Source: an optimization exercise on an open RTL-to-GDS flow (aim: small area and a short achievable clock period). Production flows keep margins and buffers that such runs may drop.
Where RTL was checked, it was by simulation tests only, not by an equivalence proof against the original.

==> inputs of run a <==
==> flow/design.v <==
module median_filter
(
    input  wire       clk,
    input  wire       rst_n,
    input  wire       data_valid,
    input  wire [7:0] data_in,
    output wire       win,
    output reg  [7:0] win_median
);
    reg [5:0] pos;
    reg [7:0] lb [1:18];
    integer i, j;
    always @(posedge clk or negedge rst_n) begin
        if (!rst_n)
            pos <= 6'd0;
        else if (data_valid)
            pos <= pos + 6'd1;
    end
    always @(posedge clk) begin
        if (data_valid) begin
            lb[1] <= data_in;
            for (i = 2; i <= 18; i = i + 1)
                lb[i] <= lb[i-1];
        end
    end
    assign win = data_valid & (pos[2] | pos[1]) & (pos[5] | pos[4]);
    function lt8(input [7:0] a, input [7:0] b);
        reg l;
        integer t;
        begin
            l = 1'b0;
            for (t = 0; t < 8; t = t + 1)
                l = (~a[t] & b[t]) | ((~a[t] | b[t]) & l);
            lt8 = l;
        end
    endfunction
    wire k1_2   = lt8(lb[2],  lb[1]);
    wire k8_9   = lt8(lb[9],  lb[8]);
    wire k16_17 = lt8(lb[17], lb[16]);
    wire k8_10  = lt8(lb[10], lb[8]);
    wire k16_18 = lt8(lb[18], lb[16]);
    wire k2_8   = lt8(lb[8],  lb[2]);
    wire k10_16 = lt8(lb[16], lb[10]);
    wire k1_8   = lt8(lb[8],  lb[1]);
    wire k9_16  = lt8(lb[16], lb[9]);
    wire k1_9   = lt8(lb[9],  lb[1]);
    wire k8_16  = lt8(lb[16], lb[8]);
    wire k1_10  = lt8(lb[10], lb[1]);
    wire k8_17  = lt8(lb[17], lb[8]);
    wire k8_18  = lt8(lb[18], lb[8]);
    wire k2_16  = lt8(lb[16], lb[2]);
    wire k1_16  = lt8(lb[16], lb[1]);
    wire k1_17  = lt8(lb[17], lb[1]);
    wire k1_18  = lt8(lb[18], lb[1]);
    reg k9_10, k17_18, k2_9, k10_17, k2_10, k9_17, k10_18, k9_18, k2_17, k2_18;
    always @(posedge clk) begin
        if (data_valid) begin
            k9_10  <= k8_9;
            k17_18 <= k16_17;
            k2_9   <= k1_8;
            k10_17 <= k9_16;
            k2_10  <= k1_9;
            k9_17  <= k8_16;
            k10_18 <= k9_17;
            k9_18  <= k8_17;
            k2_17  <= k1_16;
            k2_18  <= k1_17;
        end
    end
    wire [7:0] x [0:7];
    assign x[0] = lb[1];
    assign x[1] = lb[2];
    assign x[2] = lb[8];
    assign x[3] = lb[9];
    assign x[4] = lb[10];
    assign x[5] = lb[16];
    assign x[6] = lb[17];
    assign x[7] = lb[18];
    wire [7:0] g [0:7];
    assign g[0] = {k1_18,  k1_17,  k1_16,  k1_10,  k1_9,  k1_8,  k1_2,  1'b0};
    assign g[1] = {k2_18,  k2_17,  k2_16,  k2_10,  k2_9,  k2_8,  2'b0};
    assign g[2] = {k8_18,  k8_17,  k8_16,  k8_10,  k8_9,  3'b0};
    assign g[3] = {k9_18,  k9_17,  k9_16,  k9_10,  4'b0};
    assign g[4] = {k10_18, k10_17, k10_16, 5'b0};
    assign g[5] = {k16_18, k16_17, 6'b0};
    assign g[6] = {k17_18, 7'b0};
    assign g[7] = 8'b0;
    reg [7:0] bf [0:7];    
    reg [6:0] b;
    reg [7:0] sel;
    reg s1, c1, s2, c2, s3, c3;
    always @(*) begin
        for (i = 0; i < 8; i = i + 1)
            for (j = 0; j < 8; j = j + 1)
                if (j > i)
                    bf[i][j] = g[i][j];
                else if (j < i)
                    bf[i][j] = !g[j][i];
                else
                    bf[i][j] = 1'b0;
        win_median = 8'd0;
        for (i = 0; i < 8; i = i + 1) begin
            b = 7'd0;
            for (j = 0; j < 8; j = j + 1)
                if (j < i)
                    b[j] = bf[i][j];
                else if (j > i)
                    b[j-1] = bf[i][j];
            s1 = b[0] ^ b[1] ^ b[2];
            c1 = (b[0] & b[1]) | (b[0] & b[2]) | (b[1] & b[2]);
            s2 = b[3] ^ b[4] ^ b[5];
            c2 = (b[3] & b[4]) | (b[3] & b[5]) | (b[4] & b[5]);
            s3 = s1 ^ s2 ^ b[6];
            c3 = (s1 & s2) | (s1 & b[6]) | (s2 & b[6]);
            sel[i] = s3 & (c1 ^ c2 ^ c3) & ~(c1 & c2 & c3);
            win_median = win_median | ({8{sel[i]}} & x[i]);
        end
    end
endmodule
module zero_edge_handler
(
    input  wire       clk,
    input  wire       rst_n,
    input  wire       win,
    input  wire [7:0] win_median,
    output reg        data_valid_out,
    output reg  [7:0] data_out,
    output reg        frame_complete
);
    reg       play;
    reg       on;
    reg       tail;
    reg [5:0] low;
    reg [7:0] buf_q [0:35];
    integer i;
    wire lead    = (&low[5:2]) & (low[1] | low[0]);
    wire showing = play & (on | ~lead);
    wire at_end  = play & on & (low == 6'd62);
    wire collect = ~play | at_end;
    wire last    = ~play & (low == 6'd36);
    wire push    = win & collect & ~last;
    wire inner   = (low[5:3] != 3'd0) & (low[5:3] != 3'd7) &
                   (low[2:0] != 3'd0) & (low[2:0] != 3'd7);
    wire shift   = push | (play & inner);
    always @(posedge clk or negedge rst_n) begin
        if (!rst_n) begin
            play           <= 1'b0;
            on             <= 1'b0;
            tail           <= 1'b0;
            low            <= 6'd0;
            data_valid_out <= 1'b0;
            frame_complete <= 1'b0;
        end else begin
            if (!play) begin
                if (win) begin
                    if (last) begin
                        play <= 1'b1;
                        low  <= 6'd61;
                    end else
                        low <= low + 6'd1;
                end
            end else if (at_end) begin
                play <= 1'b0;
                low  <= {5'd0, win};
            end else
                low <= low + 6'd1;
            on             <= showing & ~at_end;
            tail           <= at_end;
            data_valid_out <= showing | tail;
            frame_complete <= frame_complete | (data_valid_out & ~play & ~tail);
        end
    end
    always @(posedge clk) begin
        if (shift) begin
            buf_q[0] <= win_median;
            for (i = 1; i < 36; i = i + 1)
                buf_q[i] <= buf_q[i-1];
        end
        data_out <= inner ? buf_q[35] : 8'd0;
    end
endmodule
module median_filter_system
#(
    parameter WINDOW_SIZE = 3,
    parameter IMAGE_WIDTH = 8,
    parameter IMAGE_HEIGHT = 8,
    parameter PIXEL_WIDTH = 8
)
(
    input wire clk,
    input wire rst_n,
    input wire data_valid,
    input wire [PIXEL_WIDTH-1:0] data_in,
    output wire data_valid_out,
    output wire [PIXEL_WIDTH-1:0] data_out,
    output wire frame_complete
);
    wire       win;
    wire [7:0] win_median;
    median_filter median_filter_inst (
        .clk(clk),
        .rst_n(rst_n),
        .data_valid(data_valid),
        .data_in(data_in),
        .win(win),
        .win_median(win_median)
    );
    zero_edge_handler edge_handler_inst (
        .clk(clk),
        .rst_n(rst_n),
        .win(win),
        .win_median(win_median),
        .data_valid_out(data_valid_out),
        .data_out(data_out),
        .frame_complete(frame_complete)
    );
endmodule
==> flow/flow/run.sh <==
#!/bin/bash
# Layout flow: the standard ORFS flow (standard.sh) with these changes
# to how the layout is made (constraints are the design's):
#  1. After the standard synthesis, its combinational logic is re-mapped by
#     yosys/ABC with an area-oriented script (flow/remap.*). Flip-flops are
#     kept exactly as the standard synthesis made them.
#  2. Port buffers are buf_4 instead of the default delay buffer.
#  3. Timing repair over-fixes setup by SETUP_SLACK_MARGIN.
# Each tool's output goes to a log file in the work folder.
set -euo pipefail
cd "$(dirname "$0")/.."
W=$PWD
F=$W/flow
RES=$W/orfs/results/${FLOW_PLATFORM:-sky130hd}/median_filter_system/base
export BUFFER_PORTS_ARGS="-buffer_cell sky130_fd_sc_hd__buf_4"
export SETUP_SLACK_MARGIN="${OWN_SETUP_MARGIN:-18.3}"

# 1. standard synthesis netlist
bash standard.sh "$RES/1_2_yosys.v" > flow_synth.log 2>&1
cp "$RES/1_2_yosys.v" "$W/standard_synth.v"

# 2. re-map combinational logic
LIB=$(ls "$FLOW_HOME"/platforms/sky130hd/lib/sky130_fd_sc_hd__tt_025C_1v80.lib)
python3 "$F/gen_models.py" "$LIB" "$W/remap_models.v" > gen_models.log 2>&1
python3 "$F/gen_models.py" "$LIB" "$W/remap_stubs.v" -stubs >> gen_models.log 2>&1
LIB="$LIB" TOP="${FLOW_TOP:-median_filter_system}" \
  REMAP_IN="$W/standard_synth.v" REMAP_OUT="$W/remapped.v" \
  REMAP_MODELS="$W/remap_models.v" REMAP_STUBS="$W/remap_stubs.v" \
  REMAP_ABC="$F/remap.abc" \
  DONT_USE="sky130_fd_sc_hd__probe_p_8 sky130_fd_sc_hd__probec_p_8 sky130_fd_sc_hd__lpflow_* sky130_fd_sc_hd__fa_* sky130_fd_sc_hd__ha_* sky130_fd_sc_hd__fah*" \
  yosys -c "$F/remap.tcl" > remap_yosys.log 2>&1
cp "$W/remapped.v" "$RES/1_2_yosys.v"
touch "$RES/1_2_yosys.v"

# 3. the rest of the standard flow
bash standard.sh > flow_layout.log 2>&1
==> flow/flow/gen_models.py <==
#!/usr/bin/env python3
"""Write Verilog models of the liberty's combinational cells (name list on argv[2:] or all)."""
import re, sys
lib = open(sys.argv[1]).read()
stub_all = len(sys.argv) > 3 and sys.argv[3] == "-stubs"
want = set()
out = open(sys.argv[2], 'w')
# split into cells by brace matching
pos = 0
for m in re.finditer(r'\n\s*cell\s*\(\s*"?([\w]+)"?\s*\)\s*\{', lib):
    name = m.group(1)
    if want and name not in want:
        continue
    i = m.end(); depth = 1
    while depth:
        c = lib[i]
        if c == '{': depth += 1
        elif c == '}': depth -= 1
        i += 1
    body = lib[m.end():i]
    seq = bool(re.search(r'\n\s*(ff|latch|statetable|ff_bank)\s*\(', body))
    pins = []
    for pm in re.finditer(r'\n\s*pin\s*\(\s*"?(\w+)"?\s*\)\s*\{', body):
        j = pm.end(); d = 1
        while d:
            c = body[j]
            if c == '{': d += 1
            elif c == '}': d -= 1
            j += 1
        pb = body[pm.end():j]
        dm = re.search(r'direction\s*:\s*"?(\w+)"?', pb)
        fm = re.search(r'\n\s*function\s*:\s*"([^"]*)"', pb)
        pins.append((pm.group(1), dm.group(1) if dm else None, fm.group(1) if fm else None))
    seen = set(); up = []
    for p in pins:
        if p[0] not in seen:
            seen.add(p[0]); up.append(p)
    pins = up
    outs = [p for p in pins if p[1] == 'output']
    ins = [p for p in pins if p[1] == 'input']
    ports = [p[0] for p in ins] + [p[0] for p in outs]
    if stub_all or seq or not outs or any(p[2] is None for p in outs):
        out.write("(* blackbox *)\n")
        out.write(f"module {name} ({', '.join(ports)});\n")
        for p in ins:
            out.write(f"  input {p[0]};\n")
        for p in outs:
            out.write(f"  output {p[0]};\n")
        out.write("endmodule\n")
        continue
    out.write(f"module {name} ({', '.join(ports)});\n")
    for p in ins:
        out.write(f"  input {p[0]};\n")
    for p in outs:
        f = p[2].replace('!', '~').replace('+', '|')
        out.write(f"  output {p[0]};\n  assign {p[0]} = {f};\n")
    out.write("endmodule\n")
==> flow/flow/remap.abc <==
strash
&get -n
&fraig -x
&put
scorr
dc2
strash
&get -n
&dch -f
&nf -R 1000
&put
topo
==> flow/flow/remap.tcl <==
# Re-map the combinational logic of the standard synthesis netlist with an
# area-oriented ABC script. Flip-flop instances (names, cell types and
# connections to their own nets) are left as the standard synthesis made them.
# env: REMAP_IN REMAP_OUT REMAP_MODELS REMAP_STUBS REMAP_ABC LIB TOP DONT_USE
yosys read_verilog $::env(REMAP_MODELS)
yosys read_verilog $::env(REMAP_IN)
yosys hierarchy -check -top $::env(TOP)
yosys flatten
yosys delete "A:blackbox"
yosys hierarchy -top $::env(TOP)
yosys delete "A:blackbox"
yosys read_verilog $::env(REMAP_STUBS)
yosys hierarchy -check -top $::env(TOP)
yosys opt -purge
yosys techmap
yosys opt -fast -purge
set du {}
foreach c $::env(DONT_USE) { lappend du -dont_use $c }
yosys abc -script $::env(REMAP_ABC) -liberty $::env(LIB) {*}$du
yosys opt_clean -purge
yosys hilomap -singleton -hicell sky130_fd_sc_hd__conb_1 HI -locell sky130_fd_sc_hd__conb_1 LO
yosys insbuf -buf sky130_fd_sc_hd__buf_4 A X
yosys splitnets
yosys opt_clean -purge
yosys check -assert
yosys tee -o $::env(REMAP_OUT).stat stat -liberty $::env(LIB)
yosys select $::env(TOP)
yosys write_verilog -noattr -nohex -nodec -selected $::env(REMAP_OUT)
==> flow/standard.sh <==
#!/bin/bash
# synth_recipe.tcl (not shown) runs the flow's synth.tcl, then flattens the netlist and writes it again
# the make line also repeats each setting of config.mk as NAME=value (left out here)
make -C /OpenROAD-flow-scripts/flow DESIGN_CONFIG=/design/flow/config.mk WORK_HOME=/design/flow/orfs CLKGATE_MAP_FILE= SYNTH_SCRIPT=/design/flow/synth_recipe.tcl "${@:-finish}"
==> flow/config.mk <==
export PLATFORM = sky130hd
export DESIGN_NAME = median_filter_system
export DESIGN_NICKNAME = median_filter_system
export VERILOG_FILES = /design/flow/design.v
export SDC_FILE = /design/flow/constraint.sdc
export NUM_CORES = 4
export LEC_CHECK = 0
export CAP_MARGIN = 20
export CORE_MARGIN = 2
export CORE_UTILIZATION = 70
export CTS_BUF_LIST = sky130_fd_sc_hd__clkbuf_8 sky130_fd_sc_hd__clkbuf_16
export CTS_CLUSTER_DIAMETER = 70
export CTS_CLUSTER_SIZE = 25
export SLEW_MARGIN = 20
==> flow/constraint.sdc <==
create_clock -name core_clock -period 24.0 [get_ports {clk}]
set_input_delay 4.8000 -clock core_clock [delete_from_list [all_inputs] [get_ports {clk}]]
set_output_delay 4.8000 -clock core_clock [all_outputs]
set_load 0.01 [all_outputs]
==> run b (differences from run a) <==
==> flow/flow/run.sh (replaced) <==
#!/bin/bash
# Standard ORFS layout with two changes to how it is made:
#  - port buffers are buf_4 instead of the default delay buffer, so the
#    output ports are driven quickly;
#  - timing repair is asked to over-fix setup by SETUP_SLACK_MARGIN.
# Constraints (clock period, I/O delays, loads) are the design's.
set -euo pipefail
cd "$(dirname "$0")/.."
export BUFFER_PORTS_ARGS="-buffer_cell sky130_fd_sc_hd__buf_4"
export SETUP_SLACK_MARGIN="${OWN_SETUP_MARGIN:-18.2}"
bash standard.sh > standard_flow.log 2>&1
--- a/flow/config.mk
+++ b/flow/config.mk
@@ -9,6 +9,6 @@
 export CORE_MARGIN = 2
-export CORE_UTILIZATION = 70
+export CORE_UTILIZATION = 85
 export CTS_BUF_LIST = sky130_fd_sc_hd__clkbuf_8 sky130_fd_sc_hd__clkbuf_16
-export CTS_CLUSTER_DIAMETER = 70
-export CTS_CLUSTER_SIZE = 25
+export CTS_CLUSTER_DIAMETER = 80
+export CTS_CLUSTER_SIZE = 30
 export SLEW_MARGIN = 20
removed: flow/flow/gen_models.py
removed: flow/flow/remap.abc
removed: flow/flow/remap.tcl
==> notes <==
Synthesized area: run a is lower than run b (about 4%).
Run a completed without violations. Run b never finished: it broke off in detailed placement, error DPL-0033.
In run a the synthesized cell count is smaller than in run b, by 4.9%.
==> figures <==
item                                                              run a               run b
Synth Net Count                                                     953                1039
Count of buffers inserted at the top-level ports                     20                  20
Io pins                                                              21                  21
Half-perimeter wire length of the detailed placement result     16.9 mm             22.9 mm
DIE HEIGHT                                                       159 um              148 um
Effective utilization at floorplan                                71.3%               86.6%
Number of instances in the synthesized netlist                      942                 991
Per-instance average area after synthesis                      17.8 um2            17.7 um2
Status                                 no timing/DRC/antenna violations      did not finish
Last stage reached                                                    -  detailed placement
Number of standard-cell rows in the floorplan                        56                  52
Number of warnings printed during yosys synthesis                     5                   5
Placer Congestion                                                 0.896                1.01
Die width                                                        159 um              148 um
Syn Std Cell Area                                            0.0168 mm2          0.0175 mm2

==> job 671: inputs <==
Another version of the RTL of median_filter_system (not shown whole).
==> module median_filter, before the edit <==
module median_filter
(
    input  wire       clk,
    input  wire       rst_n,
    input  wire       data_valid,
    input  wire [7:0] data_in,
    output wire       win,
    output reg  [7:0] win_median
);
    reg       v_r;
    reg [7:0] d_r;
    reg [5:0] pos;
    reg [7:0] lb [1:18];
    integer i, j;
    always @(posedge clk or negedge rst_n) begin
        if (!rst_n) begin
            v_r <= 1'b0;
            pos <= 6'd0;
        end else begin
            v_r <= data_valid;
            if (v_r)
                pos <= pos + 6'd1;
        end
    end
    always @(posedge clk) begin
        d_r <= data_in;
        if (v_r) begin
            lb[1] <= d_r;
            for (i = 2; i <= 18; i = i + 1)
                lb[i] <= lb[i-1];
        end
    end
    assign win = v_r & (pos[2] | pos[1]) & (pos[5] | pos[4]);
    function lt8(input [7:0] a, input [7:0] b);
        reg l;
        integer t;
        begin
            l = 1'b0;
            for (t = 0; t < 8; t = t + 1)
                l = (~a[t] & b[t]) | ((~a[t] | b[t]) & l);
            lt8 = l;
        end
    endfunction
    wire k1_2   = lt8(lb[2],  lb[1]);
    wire k8_9   = lt8(lb[9],  lb[8]);
    wire k16_17 = lt8(lb[17], lb[16]);
    wire k8_10  = lt8(lb[10], lb[8]);
    wire k16_18 = lt8(lb[18], lb[16]);
    wire k2_8   = lt8(lb[8],  lb[2]);
    wire k10_16 = lt8(lb[16], lb[10]);
    wire k1_8   = lt8(lb[8],  lb[1]);
    wire k9_16  = lt8(lb[16], lb[9]);
    wire k1_9   = lt8(lb[9],  lb[1]);
    wire k8_16  = lt8(lb[16], lb[8]);
    wire k1_10  = lt8(lb[10], lb[1]);
    wire k8_17  = lt8(lb[17], lb[8]);
    wire k8_18  = lt8(lb[18], lb[8]);
    wire k2_16  = lt8(lb[16], lb[2]);
    wire k1_16  = lt8(lb[16], lb[1]);
    wire k1_17  = lt8(lb[17], lb[1]);
    wire k1_18  = lt8(lb[18], lb[1]);
    reg k9_10, k17_18, k2_9, k10_17, k2_10, k9_17, k10_18, k9_18, k2_17, k2_18;
    always @(posedge clk) begin
        if (v_r) begin
            k9_10  <= k8_9;
            k17_18 <= k16_17;
            k2_9   <= k1_8;
            k10_17 <= k9_16;
            k2_10  <= k1_9;
            k9_17  <= k8_16;
            k10_18 <= k9_17;
            k9_18  <= k8_17;
            k2_17  <= k1_16;
            k2_18  <= k1_17;
        end
    end
    wire [7:0] x [0:7];
    assign x[0] = lb[1];
    assign x[1] = lb[2];
    assign x[2] = lb[8];
    assign x[3] = lb[9];
    assign x[4] = lb[10];
    assign x[5] = lb[16];
    assign x[6] = lb[17];
    assign x[7] = lb[18];
    wire [7:0] g [0:7];
    assign g[0] = {k1_18,  k1_17,  k1_16,  k1_10,  k1_9,  k1_8,  k1_2,  1'b0};
    assign g[1] = {k2_18,  k2_17,  k2_16,  k2_10,  k2_9,  k2_8,  2'b0};
    assign g[2] = {k8_18,  k8_17,  k8_16,  k8_10,  k8_9,  3'b0};
    assign g[3] = {k9_18,  k9_17,  k9_16,  k9_10,  4'b0};
    assign g[4] = {k10_18, k10_17, k10_16, 5'b0};
    assign g[5] = {k16_18, k16_17, 6'b0};
    assign g[6] = {k17_18, 7'b0};
    assign g[7] = 8'b0;
    reg [7:0] bf [0:7];    
    reg [6:0] b;
    reg [7:0] sel;
    reg s1, c1, s2, c2, s3, c3;
    always @(*) begin
        for (i = 0; i < 8; i = i + 1)
            for (j = 0; j < 8; j = j + 1)
                if (j > i)
                    bf[i][j] = g[i][j];
                else if (j < i)
                    bf[i][j] = !g[j][i];
                else
                    bf[i][j] = 1'b0;
        win_median = 8'd0;
        for (i = 0; i < 8; i = i + 1) begin
            b = 7'd0;
            for (j = 0; j < 8; j = j + 1)
                if (j < i)
                    b[j] = bf[i][j];
                else if (j > i)
                    b[j-1] = bf[i][j];
            s1 = b[0] ^ b[1] ^ b[2];
            c1 = (b[0] & b[1]) | (b[0] & b[2]) | (b[1] & b[2]);
            s2 = b[3] ^ b[4] ^ b[5];
            c2 = (b[3] & b[4]) | (b[3] & b[5]) | (b[4] & b[5]);
            s3 = s1 ^ s2 ^ b[6];
            c3 = (s1 & s2) | (s1 & b[6]) | (s2 & b[6]);
            sel[i] = s3 & (c1 ^ c2 ^ c3) & ~(c1 & c2 & c3);
            win_median = win_median | ({8{sel[i]}} & x[i]);
        end
    end
endmodule
clock: 24.0 ns
lec_check: 0
cap_margin: 20
core_margin: 2
core_utilization: 70
cts_buf_list: sky130_fd_sc_hd__clkbuf_4 sky130_fd_sc_hd__clkbuf_8
slew_margin: 20
standard.sh (not shown) runs the stock make flow with config.mk's settings and CLKGATE_MAP_FILE= SYNTH_SCRIPT=/design/flow/synth_recipe.tcl, a recipe that flattens the netlist after the stock synthesis.
==> flow/flow/run.sh <==
#!/bin/bash
# Standard ORFS layout with two changes to how it is made:
#  - port buffers are buf_4 instead of the default delay buffer, so the
#    output ports are driven quickly;
#  - timing repair is asked to over-fix setup by SETUP_SLACK_MARGIN.
# Constraints (clock period, I/O delays, loads) are the design's.
set -euo pipefail
cd "$(dirname "$0")/.."
export BUFFER_PORTS_ARGS="-buffer_cell sky130_fd_sc_hd__buf_4"
export SETUP_SLACK_MARGIN="${OWN_SETUP_MARGIN:-18.2}"
bash standard.sh > standard_flow.log 2>&1
==> inputs of job 2880, as changes to job 671 <==
--- a/flow/design.v
+++ b/flow/design.v
@@ -31,49 +31,6 @@
         end
     end
     assign win = v_r & (pos[2] | pos[1]) & (pos[5] | pos[4]);
-    function lt8(input [7:0] a, input [7:0] b);
-        reg l;
-        integer t;
-        begin
-            l = 1'b0;
-            for (t = 0; t < 8; t = t + 1)
-                l = (~a[t] & b[t]) | ((~a[t] | b[t]) & l);
-            lt8 = l;
-        end
-    endfunction
-    wire k1_2   = lt8(lb[2],  lb[1]);
-    wire k8_9   = lt8(lb[9],  lb[8]);
-    wire k16_17 = lt8(lb[17], lb[16]);
-    wire k8_10  = lt8(lb[10], lb[8]);
-    wire k16_18 = lt8(lb[18], lb[16]);
-    wire k2_8   = lt8(lb[8],  lb[2]);
-    wire k10_16 = lt8(lb[16], lb[10]);
-    wire k1_8   = lt8(lb[8],  lb[1]);
-    wire k9_16  = lt8(lb[16], lb[9]);
-    wire k1_9   = lt8(lb[9],  lb[1]);
-    wire k8_16  = lt8(lb[16], lb[8]);
-    wire k1_10  = lt8(lb[10], lb[1]);
-    wire k8_17  = lt8(lb[17], lb[8]);
-    wire k8_18  = lt8(lb[18], lb[8]);
-    wire k2_16  = lt8(lb[16], lb[2]);
-    wire k1_16  = lt8(lb[16], lb[1]);
-    wire k1_17  = lt8(lb[17], lb[1]);
-    wire k1_18  = lt8(lb[18], lb[1]);
-    reg k9_10, k17_18, k2_9, k10_17, k2_10, k9_17, k10_18, k9_18, k2_17, k2_18;
-    always @(posedge clk) begin
-        if (v_r) begin
-            k9_10  <= k8_9;
-            k17_18 <= k16_17;
-            k2_9   <= k1_8;
-            k10_17 <= k9_16;
-            k2_10  <= k1_9;
-            k9_17  <= k8_16;
-            k10_18 <= k9_17;
-            k9_18  <= k8_17;
-            k2_17  <= k1_16;
-            k2_18  <= k1_17;
-        end
-    end
     wire [7:0] x [0:7];
     assign x[0] = lb[1];
     assign x[1] = lb[2];
@@ -83,43 +40,23 @@
     assign x[5] = lb[16];
     assign x[6] = lb[17];
     assign x[7] = lb[18];
-    wire [7:0] g [0:7];
-    assign g[0] = {k1_18,  k1_17,  k1_16,  k1_10,  k1_9,  k1_8,  k1_2,  1'b0};
-    assign g[1] = {k2_18,  k2_17,  k2_16,  k2_10,  k2_9,  k2_8,  2'b0};
-    assign g[2] = {k8_18,  k8_17,  k8_16,  k8_10,  k8_9,  3'b0};
-    assign g[3] = {k9_18,  k9_17,  k9_16,  k9_10,  4'b0};
-    assign g[4] = {k10_18, k10_17, k10_16, 5'b0};
-    assign g[5] = {k16_18, k16_17, 6'b0};
-    assign g[6] = {k17_18, 7'b0};
-    assign g[7] = 8'b0;
     reg [7:0] bf [0:7];    
-    reg [6:0] b;
     reg [7:0] sel;
-    reg s1, c1, s2, c2, s3, c3;
+    reg [3:0] cnt;
     always @(*) begin
         for (i = 0; i < 8; i = i + 1)
-            for (j = 0; j < 8; j = j + 1)
-                if (j > i)
-                    bf[i][j] = g[i][j];
-                else if (j < i)
-                    bf[i][j] = !g[j][i];
-                else
-                    bf[i][j] = 1'b0;
+            bf[i] = 8'd0;
+        for (i = 0; i < 8; i = i + 1)
+            for (j = i + 1; j < 8; j = j + 1) begin
+                bf[i][j] = x[j] < x[i];
+                bf[j][i] = !(x[j] < x[i]);
+            end
         win_median = 8'd0;
         for (i = 0; i < 8; i = i + 1) begin
-            b = 7'd0;
+            cnt = 4'd0;
             for (j = 0; j < 8; j = j + 1)
-                if (j < i)
-                    b[j] = bf[i][j];
-                else if (j > i)
-                    b[j-1] = bf[i][j];
-            s1 = b[0] ^ b[1] ^ b[2];
-            c1 = (b[0] & b[1]) | (b[0] & b[2]) | (b[1] & b[2]);
-            s2 = b[3] ^ b[4] ^ b[5];
-            c2 = (b[3] & b[4]) | (b[3] & b[5]) | (b[4] & b[5]);
-            s3 = s1 ^ s2 ^ b[6];
-            c3 = (s1 & s2) | (s1 & b[6]) | (s2 & b[6]);
-            sel[i] = s3 & (c1 ^ c2 ^ c3) & ~(c1 & c2 & c3);
+                cnt = cnt + {3'd0, bf[i][j]};
+            sel[i] = (cnt == 4'd3);
             win_median = win_median | ({8{sel[i]}} & x[i]);
         end
     end
==> flow/run.sh (new file) <==
#!/bin/bash
# synth_recipe.tcl (not shown) runs the flow's synth.tcl, then flattens the netlist and writes it again
# the make line also repeats each setting of config.mk as NAME=value (left out here)
make -C /OpenROAD-flow-scripts/flow DESIGN_CONFIG=/design/flow/config.mk WORK_HOME=/design/flow/orfs CLKGATE_MAP_FILE= SYNTH_SCRIPT=/design/flow/synth_recipe.tcl finish
CORE_UTILIZATION = 40   (was 70)
CTS_BUF_LIST = not set   (was sky130_fd_sc_hd__clkbuf_4 sky130_fd_sc_hd__clkbuf_8)
removed: flow/flow/run.sh
removed: flow/standard.sh
==> inputs of job 9248, as changes to job 671 <==
CTS_BUF_LIST = sky130_fd_sc_hd__clkbuf_8 sky130_fd_sc_hd__clkbuf_16   (was sky130_fd_sc_hd__clkbuf_4 sky130_fd_sc_hd__clkbuf_8)
CTS_CLUSTER_DIAMETER = 80   (was not set)
CTS_CLUSTER_SIZE = 30   (was not set)
==> run_results.csv <==
group,metric,value,unit
setup_path,crit_start,"edge_handler_inst.frame_complete$_DFF_PN0_",
run_status,status,"complete, no violations",
clock_network,cts_buffers,72,
setup_path,cpLargestDelayFamily,"flip-flops",
placed_design,dp.cells,1343,
setup_path,cpMaxStageDelayCell,"dfrtp_1",
# the run above: job 671

==> run_results.csv <==
group,metric,value,unit
final_layout,nClkBuffers,22,
setup_path,crit_start,"edge_handler_inst.frame_complete$_DFF_PN0_",
placed_design,dp.cells,1343,
run_status,status,"complete, no violations",
setup_path,cpLargestDelayFamily,"flip-flops",
drt,viasPerCell,6.14,
# the run above: job 9248

==> run_results.csv <==
group,metric,value,unit
placed_design,dp.cells,1940,
run_status,status,"complete, no violations",
setup_path,cpLargestDelayFamily,"buffers and inverters",
setup_path,crit_start,"edge_handler_inst.data_valid_out$_DFF_PN0_",
setup_path,cpMaxStageDelayCell,"clkdlybuf4s50_1",
# the run above: job 2880

The RTL of job 671 and job 9248 was laid out without a check of its function.

-- port drivers added, routing unchanged --
Ports are ideal in the flow. The routed layouts listed here were re-timed in OpenROAD. Step 1 assumes that a clkbuf_16 drives the clock port and a buf_2 every other input. Step 2 moves the port delays by t, midway between the first and last clock arrival at a register: inputs arrive t later, outputs are due t later. That takes back most of the time a late clock gives input paths. a / b / c = no drivers / after step 1 / after step 2; a / b = the first two.
run	shift t [ns]	setup WS [ns]	worst setup path at the end	cell pins on the clock port's net
run a	0.599	18.089 / 18.042 / 17.625	input to register	1
job 671	0.637	18.086 / 18.043 / 18.680	register to output	1
job 2880	0.636	17.702 / 17.644 / 18.240	input, reset recovery	1
job 9248	0.572	18.137 / 18.087 / 18.659	register to output	1
After both steps every run listed still meets setup and hold. The setup slack of run a, which loses most, moves by -0.047 ns with the drivers and by -0.464 ns with both steps. The worst setup slack also covers recovery checks on asynchronous resets.
